From an optimization exercise on the open Yosys and OpenROAD flow, aimed at small area, a short achievable clock period and few clock cycles per item; shortcuts taken in it are not production practice.
The RTL was checked by simulation tests, not by an equivalence proof against the original design.

==> flow/design.v (outline; a module is shown in full before it is edited, if it fits) <==
// module TriDiagDet: 2653 lines
module TriDiagDet #(
    parameter N = 16,
    parameter WIDTH = 16
)(
    input clk,
    input rst,
    input start,
    input ack,
    input [WIDTH*(N-1)-1:0] a_flat,
    input [WIDTH*N-1:0] b_flat,
    input [WIDTH*(N-1)-1:0] c_flat,
    output reg done,
    output [4*WIDTH-1:0] det
);
  // ...
==> flow/run.sh <==
#!/bin/bash
# synth_recipe.tcl (not shown) runs the flow's synth.tcl, then flattens the netlist and writes it again
# the make line also repeats each setting of config.mk as NAME=value (left out here)
make -C /OpenROAD-flow-scripts/flow DESIGN_CONFIG=/design/flow/config.mk WORK_HOME=/design/flow/orfs CLKGATE_MAP_FILE= SYNTH_SCRIPT=/design/flow/synth_recipe.tcl finish
==> flow/config.mk <==
export PLATFORM = sky130hd
export DESIGN_NAME = TriDiagDet
export DESIGN_NICKNAME = TriDiagDet
export VERILOG_FILES = /design/flow/design.v
export SDC_FILE = /design/flow/constraint.sdc
export NUM_CORES = 4
export LEC_CHECK = 0
export CAP_MARGIN = 20
export CORE_MARGIN = 2
export CORE_UTILIZATION = 40
export SLEW_MARGIN = 20
==> flow/constraint.sdc <==
create_clock -name core_clock -period 22.0 [get_ports {clk}]
set_input_delay 4.4000 -clock core_clock [delete_from_list [all_inputs] [get_ports {clk}]]
set_output_delay 4.4000 -clock core_clock [all_outputs]
set_load 0.01 [all_outputs]
==> results.json, run 1 <==
{
  "design.core.area_mm2": 0.172,
  "synth_most_common_cell": "xnor2_1",
  "viasPerCell": 6.46,
  "drv_slew": 0,
  "fin_skew_ns": 0.0318,
  "met3_usage_pct": 14.4,
  "met3_length_mm": 49.8,
  "io_pins": 805,
  "sh_seq_area_pct": 4.66,
  "synth_simple_gate_area_share_pct": 4.57,
  "synth_edf_count": 0,
  "multi_input_area_mm2": 0.0585,
  "areaGrowthSynthToFinish_pct": 15.4,
  "start_util_pct": 40.4,
  "period_minus_slack_ns": 9.27,
  "clkTransAtPathRegs_ns": 0.10,
  "status": "timing/DRC/antenna clean",
  "clockBufferDepth": 2,
  "crit_chain": "ha_1 -> nor2b_4 -> buf_4 -> buf_4 -> xnor2_1 -> a22oi_1 -> fa_1 -> fa_1 -> fa_1 -> fa_1 -> inv_1 -> fa_1 -> fa_1 -> ha_1 -> a21o_1 -> a21o_1 -> a21oi_1 -> nor2_1 -> a211oi_1 -> a21oi_1 -> nor2b_1 -> o21ai_0 -> xnor2_1 -> o21ai_0",
  "clk_latency_ns": 0.58,
  "design_area_mm2": 0.0802,
  "required_ns": 22.40,
  "cts.sinks": 183,
  "fmax_mhz": 108,
  "well_tap_count": 2310,
  "ys_ff_latch": 183,
  "synth_fa_ha_area_share_pct": 36.5,
  "drcViolationCount": 0
}
Testbench counts, summed over its fixed seeds: cycles 6,528, items 384.
==> inputs of run 2 (changes only) <==
==> flow/flow/run.sh (new file) <==
#!/bin/bash
# Standard synthesis and layout; timing repair aims for extra setup slack
# (the period and constraints are the design's own).
set -euo pipefail
export SETUP_SLACK_MARGIN=16
bash standard.sh synth > synth.log 2>&1
bash standard.sh > layout.log 2>&1
==> flow/standard.sh (new file) <==
#!/bin/bash
# synth_recipe.tcl (not shown) runs the flow's synth.tcl, then flattens the netlist and writes it again
# the make line also repeats each setting of config.mk as NAME=value (left out here)
make -C /OpenROAD-flow-scripts/flow DESIGN_CONFIG=/design/flow/config.mk WORK_HOME=/design/flow/orfs CLKGATE_MAP_FILE= SYNTH_SCRIPT=/design/flow/synth_recipe.tcl "${@:-finish}"
removed: flow/run.sh
==> run 2 against run 1 <==
Still clean. First-iteration DRC count increased by 18%. Synthesized area unchanged. Synthesized cell count unchanged. Register-to-register slack improved by 2.1 ns. Hold slack got worse by 0.041 ns. Sequential cell count unchanged. Critical path depth unchanged. Global-route usage increased by 5.0 points. Worst setup slack improved by 2.1 ns.
==> results.json, run 2 <==
{
  "cp-start-kind": "register",
  "start_util_pct": 40.4,
  "grt_pass1_wl_mm": 582,
  "grt_max_degree": 74,
  "grt_pass1_vias": 73459,
  "use_met1_pct": 56.4,
  "slew_headroom_pct": 24.8,
  "gp_congestion": 1.03,
  "cts-root-buf": "clkbuf_16",
  "setup_violations": 0,
  "drive_gt1_share_pct": 19.1,
  "cp-startpoint": "cb[7]",
  "areaGrowthSynthToFinish_pct": 34.3,
  "cpPeakStageDelay_ns": 0.62,
  "netlist_instances": 8114,
  "cts.sinks": 183,
  "cp-end-kind": "register",
  "drv_cap": 0,
  "clkTransAtPathRegs_ns": 0.10,
  "grtUsageMet2_pct": 66.3,
  "drtIter0Drc": 11368,
  "period_minus_slack_ns": 7.18,
  "final_cell_mix": "inv_1, xnor2_1, fa_1",
  "htree_levels": 4,
  "yosysUniqueCellTypes": 89,
  "synth-async-reset-ratio_pct": 3.83,
  "final_hold_viol_count": 0,
  "clk_latency_ns": 0.58,
  "ys_ff_latch": 183,
  "yosysWarnings": 1,
  "final_common_cell": "inv_1",
  "ff2ff_path_depth": 24,
  "finalSetupTns_ns": 0,
  "viasPerCell": 6.61,
  "synth.cell_area_mm2": 0.0695,
  "antenna_found_initial": 93,
  "clockBufferDepth": 2,
  "rsz0062_at_grt": "yes",
  "die_h_um": 421,
  "synth_flop_cell": "dfxtp_1",
  "fill_cells": 15633,
  "ant_nets": 0,
  "drt-pass1-iter-count": 9,
  "cts_tree": "done",
  "fin_skew_ns": 0.0261,
  "grt_busiest_layer": "met2",
  "cp.arrival_ns": 7.59,
  "reg2reg_to": "f[51]",
  "hpwl_mm": 312,
  "cp_common_cell": "fa_1",
  "wl_mm": 428,
  "drcViolationCount": 0,
  "required_ns": 22.41,
  "met3_usage_pct": 22.6,
  "critical_path_class": "register to register",
  "die_w_um": 421,
  "synth_area_leaders": "fa_1, xnor2_1, o22ai_1",
  "postCtsHoldBufs": 0,
  "drv_slew": 0,
  "pre_cts_slack_ns": 13.34,
  "yosys.area.top_type": "fa_1",
  "tightest_slew_ns": 1.12,
  "r2r_setup_slack_ns": 14.82,
  "r2r_start": "cb[7]",
  "crit_slowest_cell": "fa_1",
  "route.detailed.wl_per_inst_um": 38.0,
  "status": "timing/DRC/antenna clean",
  "synthTopCellsByCount": "xnor2_1, inv_1, fa_1, o22ai_1, clkbuf_1",
  "portBuffers": 804,
  "hp-class": "register to register",
  "synth_edf_count": 0,
  "nNetsFinal": 11015,
  "fmax_mhz": 139,
  "syn_nets": 10225,
  "design.core.area_mm2": 0.172,
  "worstSetupEndpoint": "f[51]",
  "fin_crit_sh_pct": 32.7,
  "avgSynthCellArea_um2": 8.56,
  "grt.overflow.total": 0,
  "synth_most_common_cell": "xnor2_1",
  "crit_chain": "buf_4 -> nand2b_1 -> o21ai_2 -> buf_4 -> a22oi_1 -> fa_1 -> fa_1 -> fa_2 -> fa_1 -> inv_2 -> fa_2 -> fa_1 -> ha_4 -> and3_4 -> buf_4 -> and2_1 -> a221oi_2 -> o21ai_1 -> a31o_2 -> a41oi_4 -> o31a_1 -> nor3_1 -> nor4_1 -> o41ai_1",
  "critPathMaxFanout": 24,
  "yosysSeqAreaShare_pct": 5.33,
  "std_cell_rows": 152,
  "top_regs": "f x64, g x64",
  "numCtsBuffers": 17,
  "grt_usage_pct": 47.3,
  "vias": 74570,
  "yosysTopAreaCellShare_pct": 31.6,
  "io_pins": 805,
  "die-area_mm2": 0.177,
  "setup_ws_ns": 14.82,
  "hp-start": "done"
}
[run 2: cell counts after synthesis]
Identical to the previous run, type by type.
[run 2: cell type report]
type | instances | area, µm² | share of cell area [%]
Multi-Input combinational cell | 5927 | 63800 | 68.4
Timing Repair Buffer | 1519 | 17200 | 18.4
Inverter | 1255 | 4860 | 5.21
Sequential cell | 183 | 3850 | 4.13
Tap cell | 2310 | 2890 | 3.10
Clock buffer | 17 | 425 | 0.456
Clock inverter | 15 | 165 | 0.177
Antenna cell | 49 | 123 | 0.131
Timing Repair inverter | 1 | 8.76 | 0.00939
[run 2: how the worst min path moves through the flow]
stage | slack, ns | cells after the start | end
after floorplan | 0.50 | 1 | j[0]
after global placement | 0.51 | 2 | done
after detailed placement | 0.52 | 2 | done
after CTS | 0.54 | 2 | done
after global routing | 0.58 | 2 | done
final | 0.53 | 2 | done
[run 2: routing by layer]
metal | routed length (µm) | vias up
met1 | 150000 | 36848
met4 | 38500 | 68
met2 | 172000 | 6608
met3 | 66700 | 1763
li1 | - | 29283
met5 | 749 | -
[run 2: logic make-up (layout without fill, tap and decap cells)]
family	Yosys count	after routing	share of synthesized area [%]
fa+ha+maj	1371	1371	36.5
buf+inv	2012	2807	10.9
simple gates	630	632	4.57
xor+xnor	1455	1455	18.3
mux	72	72	1.06
compound gates	2391	2397	23.2
flops	183	183	5.33
other cells	0	49	0
[run 2: repair_timing]
| action | 4_1_cts | 5_1_grt |
|---|---|---|
| endpoints found under the setup margin | 178 | 106 |
| buffers inserted | 362 | 91 |
| cloned | 59 | 4 |
| pin swaps | 222 | 196 |
| gates resized for setup | 1165 | 356 |
[run 2: per-stage QoR]
step / std cells / util, % / instance area (µm²) / hold WS [ns]
global route: 11246 / 54.1 / 93200 / 0.584
finish: 11276 / 54.2 / 93300 / 0.533
floorplan: 8114 / - / 71200 / 0.496
global placement: 10677 / 46.6 / 80200 / 0.515
CTS: 11130 / 52.6 / 90500 / 0.537
detailed placement: 10677 / 46.6 / 80200 / 0.518
[run 2: critical path, delay by kind of cell (launching register included)]
family	cells	cell delay, ns
flops	1	0.39
simple gates	5	0.74
buf+inv	4	0.79
fa+ha+maj	7	3.29
compound gates	8	1.76
==> inputs of run 3 (changes only) <==
==> flow/flow/run.sh (replaced) <==
#!/bin/bash
# Layout flow: the standard synthesis, then inverters around full adders
# are removed by choosing each full adder's polarity (flow/fixinv.py; a full
# adder is self-dual), then the standard layout. Timing repair aims for
# extra setup slack; the clock period and constraints are the design's.
set -euo pipefail
export SETUP_SLACK_MARGIN=16
export BUFFER_PORTS_ARGS="-buffer_cell sky130_fd_sc_hd__buf_1"
R=orfs/results/sky130hd/TriDiagDet/base
bash standard.sh synth > synth.log 2>&1
cp $R/1_2_yosys.v 1_2_yosys.standard.v
python3 flow/fixinv.py 1_2_yosys.standard.v $R/1_2_yosys.v > fixinv.log 2>&1
rm -f $R/1_synth.odb $R/1_synth.sdc
bash standard.sh > layout.log 2>&1
==> flow/flow/fixinv.py (new file) <==
#!/usr/bin/env python3
"""Remove inverters around full adders in a flat Yosys netlist.

A full adder is self-dual: FA(~a, ~b, ~c) = (~sum, ~cout). Each fa cell may
therefore be used "inverted" (its pins carry the complements of the logical
signals). This script deletes the netlist's inverters (not those on ports),
chooses a polarity for every fa cell by local search so that as few
complemented signals are needed as possible, and adds back one inverter per
signal that still needs its complement. Other cells are left as they are.

usage: fixinv.py IN.v OUT.v
"""
import re
import sys
from collections import defaultdict

src = open(sys.argv[1]).read()
m = re.search(r'module\s+(\w+)\s*\((.*?)\);', src, re.S)
mod_start = m.end()
end_idx = src.rindex('endmodule')
body = src[mod_start:end_idx]

# declarations and instances
decl_re = re.compile(r'^\s*(input|output|wire|inout)\s+(\[\d+:\d+\]\s+)?(\S+)\s*;\s*$', re.M)
inst_re = re.compile(r'^\s*(sky130_fd_sc_hd__\w+)\s+(\S+)\s*\((.*?)\);\s*$', re.M | re.S)
pin_re = re.compile(r'\.(\w+)\(\s*(.*?)\s*\)\s*(?:,|$)', re.S)

decls = []
ports = set()
for d in decl_re.finditer(body):
    kind, rng, name = d.group(1), d.group(2), d.group(3)
    decls.append((kind, rng, name))
    if kind in ('input', 'output', 'inout'):
        if rng:
            hi, lo = map(int, re.findall(r'\d+', rng))
            for i in range(min(hi, lo), max(hi, lo) + 1):
                ports.add('%s[%d]' % (name, i))
        ports.add(name)

insts = []
for im in inst_re.finditer(body):
    ty, name, pins = im.group(1), im.group(2), im.group(3)
    pl = [(p, n) for p, n in pin_re.findall(pins)]
    insts.append([ty, name, pl])
if 'assign' in body:
    sys.exit('assign statements not supported')

OUTP = {'Y', 'X', 'SUM', 'COUT', 'Q', 'Q_N', 'HI', 'LO'}

def norm(n):
    n = n.strip()
    if n.startswith('\\'):
        n = n[1:].strip()
    return n

def is_inv(ty):
    return re.match(r'sky130_fd_sc_hd__(clk)?inv_\d+$', ty) is not None

def is_fa(ty):
    return re.match(r'sky130_fd_sc_hd__fa_\d+$', ty) is not None

# inverters to remove: input and output not ports
inv_of = {}   # output net -> input net
removed = set()
for k, (ty, name, pl) in enumerate(insts):
    if is_inv(ty):
        d = dict((p, norm(n)) for p, n in pl)
        if d['A'] in ports or d['Y'] in ports or d['A'].startswith("1'"):
            continue
        inv_of[d['Y']] = d['A']
        removed.add(k)

def root(n):
    q = 0
    seen = 0
    while n in inv_of:
        n = inv_of[n]
        q ^= 1
        seen += 1
        assert seen < 1000
    return n, q

# drivers
driver = {}   # net -> (inst index, pin)
for k, (ty, name, pl) in enumerate(insts):
    if k in removed:
        continue
    for p, n in pl:
        if p in OUTP:
            driver[norm(n)] = (k, p)

fa_idx = [k for k, (ty, _, _) in enumerate(insts) if is_fa(ty)]
pol = defaultdict(int)  # inst index -> polarity (only fa may be 1)

# sinks: list of (inst index, pin, root, parity); ports handled as fixed sinks
sinks_of_root = defaultdict(list)
sink_list = []
for k, (ty, name, pl) in enumerate(insts):
    if k in removed:
        continue
    for pi, (p, n) in enumerate(pl):
        if p in OUTP:
            continue
        nn = norm(n)
        r, q = root(nn)
        s = (k, pi, r, q)
        sink_list.append(s)
        sinks_of_root[r].append(s)
# output ports driven through removed inverters: ports are never inverter
# outputs here (kept), so nothing to do.

def drv_pol(r):
    d = driver.get(r)
    if d is None:
        return 0
    return pol[d[0]]

def root_cost(r):
    pd = drv_pol(r)
    for (k, pi, _, q) in sinks_of_root[r]:
        if q ^ pol[k] ^ pd:
            return 1
    return 0

roots_of_inst = defaultdict(set)
for k in fa_idx:
    ty, name, pl = insts[k]
    for p, n in pl:
        nn = norm(n)
        if p in OUTP:
            roots_of_inst[k].add(nn)
        else:
            roots_of_inst[k].add(root(nn)[0])

before = sum(root_cost(r) for r in sinks_of_root)
changed = True
it = 0
while changed and it < 50:
    changed = False
    it += 1
    for k in fa_idx:
        rs = roots_of_inst[k]
        c0 = sum(root_cost(r) for r in rs)
        pol[k] ^= 1
        c1 = sum(root_cost(r) for r in rs)
        if c1 < c0:
            changed = True
        else:
            pol[k] ^= 1
after = sum(root_cost(r) for r in sinks_of_root)
sys.stderr.write('inverters removed %d, needed before %d, after %d (%d passes), fa inverted %d\n'
                 % (len(removed), before, after, it, sum(pol[k] for k in fa_idx)))

# rebuild
inv_net = {}
new_insts = []
cnt = 0

def esc(n):
    return n if re.match(r'^[A-Za-z_][A-Za-z0-9_$]*(\[\d+\])?$', n) and not re.search(r'\[\d+\]$', n) or n in ports else '\\' + n + ' '

for k, (ty, name, pl) in enumerate(insts):
    if k in removed:
        continue
    newpl = []
    for p, n in pl:
        if p in OUTP:
            newpl.append((p, n))
            continue
        nn = norm(n)
        r, q = root(nn)
        need = q ^ pol[k] ^ drv_pol(r)
        if need:
            if r not in inv_net:
                cnt += 1
                inv_net[r] = '_polinv_n%d_' % cnt
            newpl.append((p, inv_net[r]))
        else:
            newpl.append((p, r))
    insts[k][2] = newpl

used = set()
for k, (ty, name, pl) in enumerate(insts):
    if k in removed:
        continue
    for p, n in pl:
        used.add(norm(n))
for r in inv_net:
    used.add(r)

def fmt_net(n):
    n = norm(n)
    if n in ports:
        return n
    if re.match(r'^[A-Za-z_][A-Za-z0-9_$]*$', n):
        return n
    return '\\' + n + ' '

out = [src[:mod_start]]
for kind, rng, name in decls:
    nm = norm(name)
    if kind == 'wire' and not rng and nm not in used and nm not in ports:
        continue
    out.append('  %s %s%s ;' % (kind, rng or '', name))
for r, n in inv_net.items():
    out.append('  wire %s;' % n)
for k, (ty, name, pl) in enumerate(insts):
    if k in removed:
        continue
    out.append('  %s %s (' % (ty, name))
    out.append(',\n'.join('    .%s(%s)' % (p, fmt_net(n)) for p, n in pl))
    out.append('  );')
for i, (r, n) in enumerate(inv_net.items()):
    out.append('  sky130_fd_sc_hd__inv_1 _polinv_%d_ (' % i)
    out.append('    .A(%s),\n    .Y(%s)' % (fmt_net(r), n))
    out.append('  );')
out.append('endmodule\n')
open(sys.argv[2], 'w').write('\n'.join(out))
--- a/flow/config.mk
+++ b/flow/config.mk
@@ -8,4 +8,5 @@
 export CAP_MARGIN = 20
 export CORE_MARGIN = 2
-export CORE_UTILIZATION = 40
+export CORE_UTILIZATION = 60
 export SLEW_MARGIN = 20
+export TNS_END_PERCENT = 0
==> run 3 against run 2 <==
The flow now stops in global routing (5_1_grt). Synthesized cell count decreased by 10%. Synthesized area down 4.4%.
==> results.json, run 3 <==
{
  "status": "aborted with a tool error",
  "failing_step": "global routing (5_1_grt)",
  "error": "[ERROR GRT-0116] Global routing finished with congestion. Check the congestion regions in the DRC Viewer.",
  "cts-root-buf": "clkbuf_16",
  "avgSynthCellArea_um2": 9.09,
  "portBuffers": 804,
  "pre_cts_slack_ns": 13.47,
  "grt_max_degree": 74,
  "gp_congestion": 1.11,
  "io_pins": 805,
  "numCtsBuffers": 17,
  "std_cell_rows": 122,
  "place_area_mm2": 0.0703,
  "syn_nets": 9416,
  "synth.cell_area_mm2": 0.0664,
  "htree_levels": 4,
  "yosysWarnings": 1,
  "die_w_um": 337,
  "netlist_instances": 7305,
  "clockBufferDepth": 2,
  "hpwl_mm": 277,
  "start_util_pct": 60.3,
  "place_inst": 9029,
  "die_h_um": 337
}
[run 3: worst max path at each step]
stage / startpoint / end / slack (ns) / cells after the start
global placement: cb[5] / f[62] / 13.64 / 24
floorplan: cb[11] / f[60] / 15.31 / 27
CTS: cb[11] / f[51] / 15.23 / 25
detailed placement: cb[5] / f[62] / 13.47 / 24
[run 3: stage by stage]
stage | utilization, % | hold slack [ns]
4_1_cts | 69.1 | 0.565
3_5_place_dp | 63.8 | 0.544
3_3_place_gp | 63.8 | 0.502
2_1_floorplan | - | 0.496
[run 3: timing repair]
item | CTS
buffers inserted | 154
hold buffers | 0
cloned | 38
pin swaps | 251
resized for setup | 613
endpoints found under the setup margin | 120
==> inputs of run 4 (changes only) <==
--- a/flow/flow/fixinv.py
+++ b/flow/flow/fixinv.py
@@ -148,4 +148,30 @@
         else:
             pol[k] ^= 1
+# simulated annealing on top of the greedy result (deterministic seed)
+import random
+import math
+rng = random.Random(1)
+cur = sum(root_cost(r) for r in sinks_of_root)
+best = cur
+best_pol = {k: pol[k] for k in fa_idx}
+T = 1.0
+steps = 40 * len(fa_idx)
+for step in range(steps):
+    k = fa_idx[rng.randrange(len(fa_idx))]
+    rs = roots_of_inst[k]
+    c0 = sum(root_cost(r) for r in rs)
+    pol[k] ^= 1
+    c1 = sum(root_cost(r) for r in rs)
+    d = c1 - c0
+    if d <= 0 or rng.random() < math.exp(-d / T):
+        cur += d
+        if cur < best:
+            best = cur
+            best_pol = {kk: pol[kk] for kk in fa_idx}
+    else:
+        pol[k] ^= 1
+    T = max(0.05, 1.0 * (1 - step / steps))
+for k in fa_idx:
+    pol[k] = best_pol[k]
 after = sum(root_cost(r) for r in sinks_of_root)
 sys.stderr.write('inverters removed %d, needed before %d, after %d (%d passes), fa inverted %d\n'
--- a/flow/config.mk
+++ b/flow/config.mk
@@ -8,5 +8,5 @@
 export CAP_MARGIN = 20
 export CORE_MARGIN = 2
-export CORE_UTILIZATION = 60
+export CORE_UTILIZATION = 55
 export SLEW_MARGIN = 20
 export TNS_END_PERCENT = 0
==> run 4 against run 3 <==
Synthesized area about the same. The run now finishes clean. Synthesized cell count barely moved.
==> results.json, run 4 <==
{
  "status": "timing/DRC/antenna clean",
  "drv_slew": 0,
  "netlist_instances": 7301,
  "critical_path_class": "register to register",
  "place_inst": 9155,
  "ant_nets": 0,
  "syn_nets": 9412,
  "fmax_mhz": 140,
  "cp_common_cell": "fa_1",
  "portBuffers": 804,
  "final_common_cell": "xnor2_1",
  "cp-end-kind": "register",
  "htree_levels": 4,
  "viasPerCell": 7.55,
  "grt_max_degree": 105,
  "crit_buf_inv": 5,
  "critPathMaxFanout": 18,
  "cts.sinks": 183,
  "top_regs": "f x64, g x64",
  "design.core.area_mm2": 0.120,
  "io_pins": 805,
  "finalSetupTns_ns": 0,
  "stdcell_count": 9425,
  "hpwl_mm": 276,
  "std_cell_rows": 127,
  "start_util_pct": 55.4,
  "nNetsFinal": 9870,
  "numCtsBuffers": 17,
  "setup_violations": 0,
  "cpPeakStageDelay_ns": 0.64,
  "cp-start-kind": "register",
  "final_hold_viol_count": 0,
  "critical-path-top-delay-family": "adder cells",
  "slew_headroom_pct": 12.4,
  "gp_congestion": 1.11,
  "wl_mm": 372,
  "die_w_um": 351,
  "period_minus_slack_ns": 7.15,
  "crit_slowest_cell": "fa_2",
  "die_h_um": 351,
  "synth.cell_area_mm2": 0.0664,
  "vias": 71121,
  "clockBufferDepth": 2,
  "avgSynthCellArea_um2": 9.10,
  "final_cell_mix": "xnor2_1, fa_1, buf_1",
  "areaGrowthSynthToFinish_pct": 14.9,
  "drcViolationCount": 0,
  "die-area_mm2": 0.124,
  "fin_crit_sh_pct": 32.5,
  "crit_chain": "buf_12 -> clkinvlp_4 -> xnor2_2 -> a22oi_2 -> fa_1 -> fa_1 -> fa_1 -> fa_1 -> inv_1 -> fa_2 -> fa_2 -> ha_4 -> buf_4 -> a21o_1 -> a21o_1 -> a221oi_2 -> buf_4 -> nand2_1 -> nand2_1 -> o21ai_0 -> xnor2_1 -> o21ai_1",
  "drv_cap": 0,
  "grt_pass1_vias": 68624,
  "drive_gt1_share_pct": 11.1,
  "rsz0062_at_grt": "yes",
  "antenna_found_initial": 59,
  "cts_tree": "done",
  "fin_skew_ns": 0.0288,
  "route.detailed.wl_per_inst_um": 39.5,
  "drtIter0Drc": 13206,
  "grt.overflow.total": 0,
  "clkTransAtPathRegs_ns": 0.10,
  "drt-pass1-iter-count": 20,
  "required_ns": 22.41,
  "cp.arrival_ns": 7.56,
  "clk_latency_ns": 0.59,
  "hp-class": "register to register",
  "tightest_slew_ns": 1.31,
  "yosysWarnings": 1,
  "postCtsHoldBufs": 0,
  "grt_usage_pct": 58.8,
  "grt_pass1_wl_mm": 511,
  "cts-root-buf": "clkbuf_16"
}
==> run 4: per-layer routing <==
metal	up-vias	part of all wire [%]	global-route usage [%]
met5	-	0.26	5.02
met4	42	12	53.9
met3	2344	18	34.5
met2	7369	37	75.4
met1	34455	33	67.1
li1	26911	-	-
==> run 4: metrics by stage <==
stage / hold slack [ns] / utilization, % / area, µm² / setup slack, ns
3_3_place_gp: 0.516 / 58.8 / 70500 / 13.53
3_5_place_dp: 0.515 / 58.8 / 70500 / 13.46
4_1_cts: 0.546 / 62.1 / 74400 / 15.13
2_1_floorplan: 0.496 / - / 66800 / 15.31
6_report: 0.553 / 63.7 / 76300 / 14.85
5_1_grt: 0.590 / 63.6 / 76200 / 14.80
==> run 4: worst reg2reg max path: cells and delay by family, from the launching register on <==
family / cells / cell delay [ns]
adder cells (fa/ha/maj): 7 / 3.42
buffers and inverters: 5 / 1.09
XOR/XNOR: 2 / 0.49
AO/OA/AOI/OAI: 6 / 1.39
AND/OR/NAND/NOR: 2 / 0.23
flip-flops: 1 / 0.39
==> run 4: final cells by class <==
| class | instances | area (µm²) |
|---|---|---|
| clock buffer | 19 | 453 |
| antenna | 41 | 103 |
| sequential | 183 | 3770 |
| multi-input combinational | 5924 | 60400 |
| fill | 10095 | 43500 |
| tap | 1612 | 2020 |
| clock inverter | 13 | 126 |
| timing repair buffer | 1191 | 7610 |
| inverter | 442 | 1760 |
==> run 4: what timing repair did <==
| action | in CTS | in global routing |
|---|---|---|
| setup endpoints to repair | 128 | 119 |
| resized for setup | 403 | 231 |
| setup buffers | 100 | 61 |
| gates cloned | 25 | 8 |
| pin swaps | 83 | 154 |
==> run 4: final timing paths <==
path / from / depth (start not counted) / slack [ns] / endpoint
max in group asynchronous: rst / 2 / 17.66 / j[0]
min in group asynchronous: rst / 2 / 4.06 / busy
hold / removal: done / 2 / 0.55 / done
setup / recovery: f[2] / 22 / 14.85 / f[25]
hold reg to reg: done / 2 / 0.55 / done
setup reg to reg: f[2] / 22 / 14.85 / f[25]
==> inputs of run 5 (changes only) <==
--- a/flow/flow/run.sh
+++ b/flow/flow/run.sh
@@ -4,4 +4,5 @@
 # adder is self-dual), then the standard layout. Timing repair aims for
 # extra setup slack; the clock period and constraints are the design's.
+# Every port still gets a buffer, the smallest one (buf_1).
 set -euo pipefail
 export SETUP_SLACK_MARGIN=16
--- a/flow/flow/fixinv.py
+++ b/flow/flow/fixinv.py
@@ -7,8 +7,11 @@
 chooses a polarity for every fa cell by local search so that as few
 complemented signals are needed as possible, and adds back one inverter per
-signal that still needs its complement. Other cells are left as they are.
+signal that still needs its complement. A few single-output cells may also
+be swapped for their complement (xor2/xnor2, a22oi/a22o, o22ai/o22a) when
+that saves an inverter's area. Registers and ports are left as they are.
 
 usage: fixinv.py IN.v OUT.v
 """
+import os
 import re
 import sys
@@ -60,4 +63,24 @@
     return re.match(r'sky130_fd_sc_hd__fa_\d+$', ty) is not None
 
+
+# single-output cells with a complemented counterpart: base -> (other, area delta um2)
+FLIP = {'xor2': ('xnor2', 0.0), 'xnor2': ('xor2', 0.0),
+        'a22oi': ('a22o', 1.26), 'a22o': ('a22oi', -1.26),
+        'o22ai': ('o22a', 2.5), 'o22a': ('o22ai', -2.5)}
+lib_cells = set(re.findall(r'cell\s*\(\s*"(sky130_fd_sc_hd__\w+)"', open(
+    os.path.join(os.environ.get('FLOW_HOME', '/OpenROAD-flow-scripts/flow'),
+                 'platforms/sky130hd/lib/sky130_fd_sc_hd__tt_025C_1v80.lib')).read()))
+
+
+def flip_of(ty):
+    m = re.match(r'sky130_fd_sc_hd__(\w+?)_(\d+)$', ty)
+    if not m or m.group(1) not in FLIP:
+        return None
+    other, delta = FLIP[m.group(1)]
+    cand = 'sky130_fd_sc_hd__%s_%s' % (other, m.group(2))
+    if cand in lib_cells:
+        return cand, delta
+    return None
+
 # inverters to remove: input and output not ports
 inv_of = {}   # output net -> input net
@@ -91,4 +114,6 @@
 
 fa_idx = [k for k, (ty, _, _) in enumerate(insts) if is_fa(ty)]
+fl_idx = [k for k, (ty, _, _) in enumerate(insts) if k not in removed and flip_of(ty)]
+flippable = set(fl_idx)
 pol = defaultdict(int)  # inst index -> polarity (only fa may be 1)
 
@@ -116,12 +141,21 @@
     return pol[d[0]]
 
+def sink_pol(k):
+    return 0 if k in flippable else pol[k]
+
+
 def root_cost(r):
     pd = drv_pol(r)
     for (k, pi, _, q) in sinks_of_root[r]:
-        if q ^ pol[k] ^ pd:
+        if q ^ sink_pol(k) ^ pd:
             return 1
     return 0
 
 roots_of_inst = defaultdict(set)
+for k in fl_idx:
+    ty, name, pl = insts[k]
+    for p, n in pl:
+        if p in OUTP:
+            roots_of_inst[k].add(norm(n))
 for k in fa_idx:
     ty, name, pl = insts[k]
@@ -133,4 +167,12 @@
             roots_of_inst[k].add(root(nn)[0])
 
+def node_cost(k, rs):
+    c = 3.75 * sum(root_cost(r) for r in rs)
+    if k in flippable and pol[k]:
+        c += flip_of(insts[k][0])[1]
+    return c
+
+
+nodes = fa_idx + fl_idx
 before = sum(root_cost(r) for r in sinks_of_root)
 changed = True
@@ -139,10 +181,10 @@
     changed = False
     it += 1
-    for k in fa_idx:
+    for k in nodes:
         rs = roots_of_inst[k]
-        c0 = sum(root_cost(r) for r in rs)
+        c0 = node_cost(k, rs)
         pol[k] ^= 1
-        c1 = sum(root_cost(r) for r in rs)
-        if c1 < c0:
+        c1 = node_cost(k, rs)
+        if c1 < c0 - 1e-9:
             changed = True
         else:
@@ -152,29 +194,42 @@
 import math
 rng = random.Random(1)
-cur = sum(root_cost(r) for r in sinks_of_root)
+def total_cost():
+    return 3.75 * sum(root_cost(r) for r in sinks_of_root) + sum(
+        flip_of(insts[k][0])[1] for k in fl_idx if pol[k])
+
+
+cur = total_cost()
 best = cur
-best_pol = {k: pol[k] for k in fa_idx}
+best_pol = {k: pol[k] for k in nodes}
 T = 1.0
-steps = 40 * len(fa_idx)
+steps = 40 * len(nodes)
 for step in range(steps):
-    k = fa_idx[rng.randrange(len(fa_idx))]
+    k = nodes[rng.randrange(len(nodes))]
     rs = roots_of_inst[k]
-    c0 = sum(root_cost(r) for r in rs)
+    c0 = node_cost(k, rs)
     pol[k] ^= 1
-    c1 = sum(root_cost(r) for r in rs)
+    c1 = node_cost(k, rs)
     d = c1 - c0
-    if d <= 0 or rng.random() < math.exp(-d / T):
+    if d <= 0 or rng.random() < math.exp(-d / (3.75 * T)):
         cur += d
         if cur < best:
             best = cur
-            best_pol = {kk: pol[kk] for kk in fa_idx}
+            best_pol = {kk: pol[kk] for kk in nodes}
     else:
         pol[k] ^= 1
     T = max(0.05, 1.0 * (1 - step / steps))
-for k in fa_idx:
+for k in nodes:
     pol[k] = best_pol[k]
 after = sum(root_cost(r) for r in sinks_of_root)
 sys.stderr.write('inverters removed %d, needed before %d, after %d (%d passes), fa inverted %d\n'
                  % (len(removed), before, after, it, sum(pol[k] for k in fa_idx)))
+sys.stderr.write('cells swapped for their complement: %d\n' % sum(pol[k] for k in fl_idx))
+for k in fl_idx:
+    if pol[k]:
+        nt = flip_of(insts[k][0])[0]
+        # output pin is X on a non-inverting cell and Y on an inverting one
+        npin = 'Y' if re.match(r'sky130_fd_sc_hd__(xnor2|a22oi|o22ai)_', nt) else 'X'
+        insts[k][0] = nt
+        insts[k][2] = [((npin if p in ('X', 'Y') else p), n) for p, n in insts[k][2]]
 
 # rebuild
@@ -196,5 +251,5 @@
         nn = norm(n)
         r, q = root(nn)
-        need = q ^ pol[k] ^ drv_pol(r)
+        need = q ^ sink_pol(k) ^ drv_pol(r)
         if need:
             if r not in inv_net:
==> run 5 against run 4 <==
Non-clock buffer count is 21 higher. Critical path depth rose by 3. Count of clock-buffer cells in the layout down 2. Via count shrank 1.2%. Critical endpoint is now f[57]. Highest routed layer unchanged.
==> results.json, run 5 <==
{
  "multi_input_area_mm2": 0.0610,
  "use_met1_pct": 64.1,
  "drcViolationCount": 0,
  "drv_cap": 0,
  "place_inst": 8973,
  "critical-path-top-delay-family": "adder cells",
  "slew_headroom_pct": 4.77,
  "hp-class": "register to register",
  "period_minus_slack_ns": 7.27,
  "cp-end-kind": "register",
  "antenna_found_initial": 46,
  "vias": 70284,
  "synth.cell_area_mm2": 0.0660,
  "final_cell_mix": "xnor2_1, fa_1, buf_1",
  "setup_violations": 0,
  "grt_busiest_layer": "met2",
  "status": "timing/DRC/antenna clean",
  "hpwl_mm": 274,
  "top_regs": "f x64, g x64",
  "grt_usage_pct": 58.4,
  "regArea_mm2": 0.00377,
  "rsz0062_at_grt": "yes",
  "die_w_um": 350,
  "start_util_pct": 55.2,
  "cts-root-buf": "clkbuf_16",
  "areaGrowthSynthToFinish_pct": 15.6,
  "htree_levels": 4,
  "cpPeakStageDelay_ns": 0.58,
  "ff2ff_path_depth": 25,
  "viasPerCell": 7.60,
  "postCtsHoldBufs": 0,
  "critical_path_class": "register to register",
  "hold_path_depth": 2,
  "met3_usage_pct": 38.5,
  "finalSetupTns_ns": 0,
  "die_h_um": 350,
  "nNetsFinal": 9707,
  "ant_nets": 0,
  "cp.arrival_ns": 7.71,
  "fill_cells": 10016,
  "cts.sinks": 183,
  "fmax_mhz": 138,
  "netlist_instances": 7115,
  "cp-start-kind": "register",
  "fin_crit_sh_pct": 33.1,
  "drtIter0Drc": 11410,
  "fin_skew_ns": 0.0361,
  "clkTransAtPathRegs_ns": 0.10,
  "crit_buf_inv": 5,
  "grt_max_degree": 79,
  "pre_cts_slack_ns": 12.76,
  "min_to": "done",
  "grt_pass1_wl_mm": 506,
  "clk_latency_ns": 0.59,
  "drt-pass1-iter-count": 14,
  "std_cell_rows": 127,
  "gp_congestion": 1.13,
  "r2r_setup_slack_ns": 14.73,
  "avgSynthCellArea_um2": 9.28,
  "cp_common_cell": "fa_1",
  "grt_pass1_vias": 69531,
  "numCtsBuffers": 17,
  "reg2reg_to": "f[57]",
  "cts_tree": "done",
  "design.core.area_mm2": 0.119,
  "clockBufferDepth": 2,
  "stdcell_count": 9249,
  "r2r_start": "cb[5]",
  "final_hold_viol_count": 0,
  "drv_slew": 0,
  "grtUsageMet2_pct": 77.2,
  "hp-start": "done",
  "yosysWarnings": 1,
  "syn_nets": 9226,
  "route.detailed.wl_per_inst_um": 39.9,
  "portBuffers": 804,
  "required_ns": 22.44,
  "wl_mm": 369,
  "critPathMaxFanout": 28,
  "die-area_mm2": 0.123,
  "setup_ws_ns": 14.73,
  "finalCoreUtilization_pct": 63.9,
  "tightest_slew_ns": 1.43,
  "grt.overflow.total": 0,
  "io_pins": 805,
  "drive_gt1_share_pct": 12.2,
  "crit_slowest_cell": "fa_1",
  "final_common_cell": "xnor2_1"
}
==> run 5: changes by cell type in the layout (fill, tap and decap cells not counted), moves of 7 or more <==
cell | before | now
a22oi_1 | 506 | 296
buf_4 | 246 | 255
diode_2 | 41 | 28
a22o_1 | 134 | 340
a21oi_2 | 13 | 20
buf_6 | 31 | 40
xnor2_1 | 1220 | 1203
o22ai_1 | 777 | 759
o22a_1 | 8 | 24
inv_1 | 409 | 226
xnor2_2 | 39 | 51
==> run 5: worst max path at each step <==
stage | startpoint | to | depth (start not counted)
after floorplan | cb[11] | f[60] | 27
after global placement | ca[1] | f[57] | 26
after detailed placement | ca[1] | f[57] | 26
after CTS | cb[1] | f[57] | 27
after global routing | cb[5] | f[57] | 25
final | cb[5] | f[57] | 25
==> run 5: stage by stage <==
step	area (µm²)	hold WS, ns
CTS	74200	0.542
detailed placement	70200	0.521
global route	76300	0.586
global placement	70200	0.515
floorplan	66500	0.496
finish	76300	0.542
==> run 5: tightest hold or removal path, stage by stage (launching register included) <==
cell,delay (ns)
dfrtp_1,0.37
o21ai_0,0.09
nand2_1,0.06
==> run 5: routing by layer <==
| layer | vias to the layer above | routed length [µm] |
|---|---|---|
| li1 | 26568 | - |
| met1 | 34082 | 119000 |
| met2 | 7153 | 140000 |
| met3 | 2427 | 69300 |
| met4 | 54 | 40000 |
| met5 | - | 1300 |
==> run 5: what timing repair did <==
| item | 4_1_cts | 5_1_grt |
|---|---|---|
| gates cloned | 28 | 8 |
| setup buffers | 111 | 63 |
| endpoints found under the hold margin | 0 | 0 |
| gates resized for setup | 395 | 253 |
| pin swaps | 125 | 133 |
| setup endpoints to repair | 116 | 120 |
==> run 5: layout make-up <==
class                      instances  share of cell area (%)
clock buffer                      17                   0.557
timing repair inverter             1                 0.00656
inverter                         256                    1.36
multi-input combinational       5925                    79.9
timing repair buffer            1212                    10.3
tap                             1612                    2.64
clock inverter                    15                   0.180
antenna                           28                  0.0918
sequential                       183                    4.94

==> afterwards: timing with drivers on the ports <==
How much do the figures lean on ideal ports? The routed layouts below were timed once more, with nothing changed but the port constraints. Step 1 (the two cells are an assumption about what drives the block):
set clk [get_ports {clk}]
set_driving_cell -lib_cell sky130_fd_sc_hd__clkbuf_16 $clk
set_driving_cell -lib_cell sky130_fd_sc_hd__buf_2 [delete_from_list [all_inputs] $clk]
Step 2 times the ports against the registers' clock, not the clock port: input delays grow and output delays shrink by t, the midpoint of the rising clock arrivals with the driver on. Slacks: ideal ports / drivers / drivers and shift; pairs: ideal ports / drivers.
| run | t (ns) | slack for setup (ns) | hold WS [ns] | worst setup path after step 2 |
|---|---|---|---|---|
| run 1 | 0.657 | 12.730 / 12.730 / 12.730 | 0.574 / 0.574 / 0.574 | register to register |
| run 2 | 0.659 | 14.815 / 14.815 / 14.815 | 0.533 / 0.533 / 0.533 | register to register |
| run 4 | 0.659 | 14.848 / 14.848 / 14.848 | 0.553 / 0.553 / 0.553 | register to register |
| run 5 | 0.657 | 14.728 / 14.728 / 14.728 | 0.542 / 0.542 / 0.542 | register to register |
After both steps setup and hold are still met in every run listed.
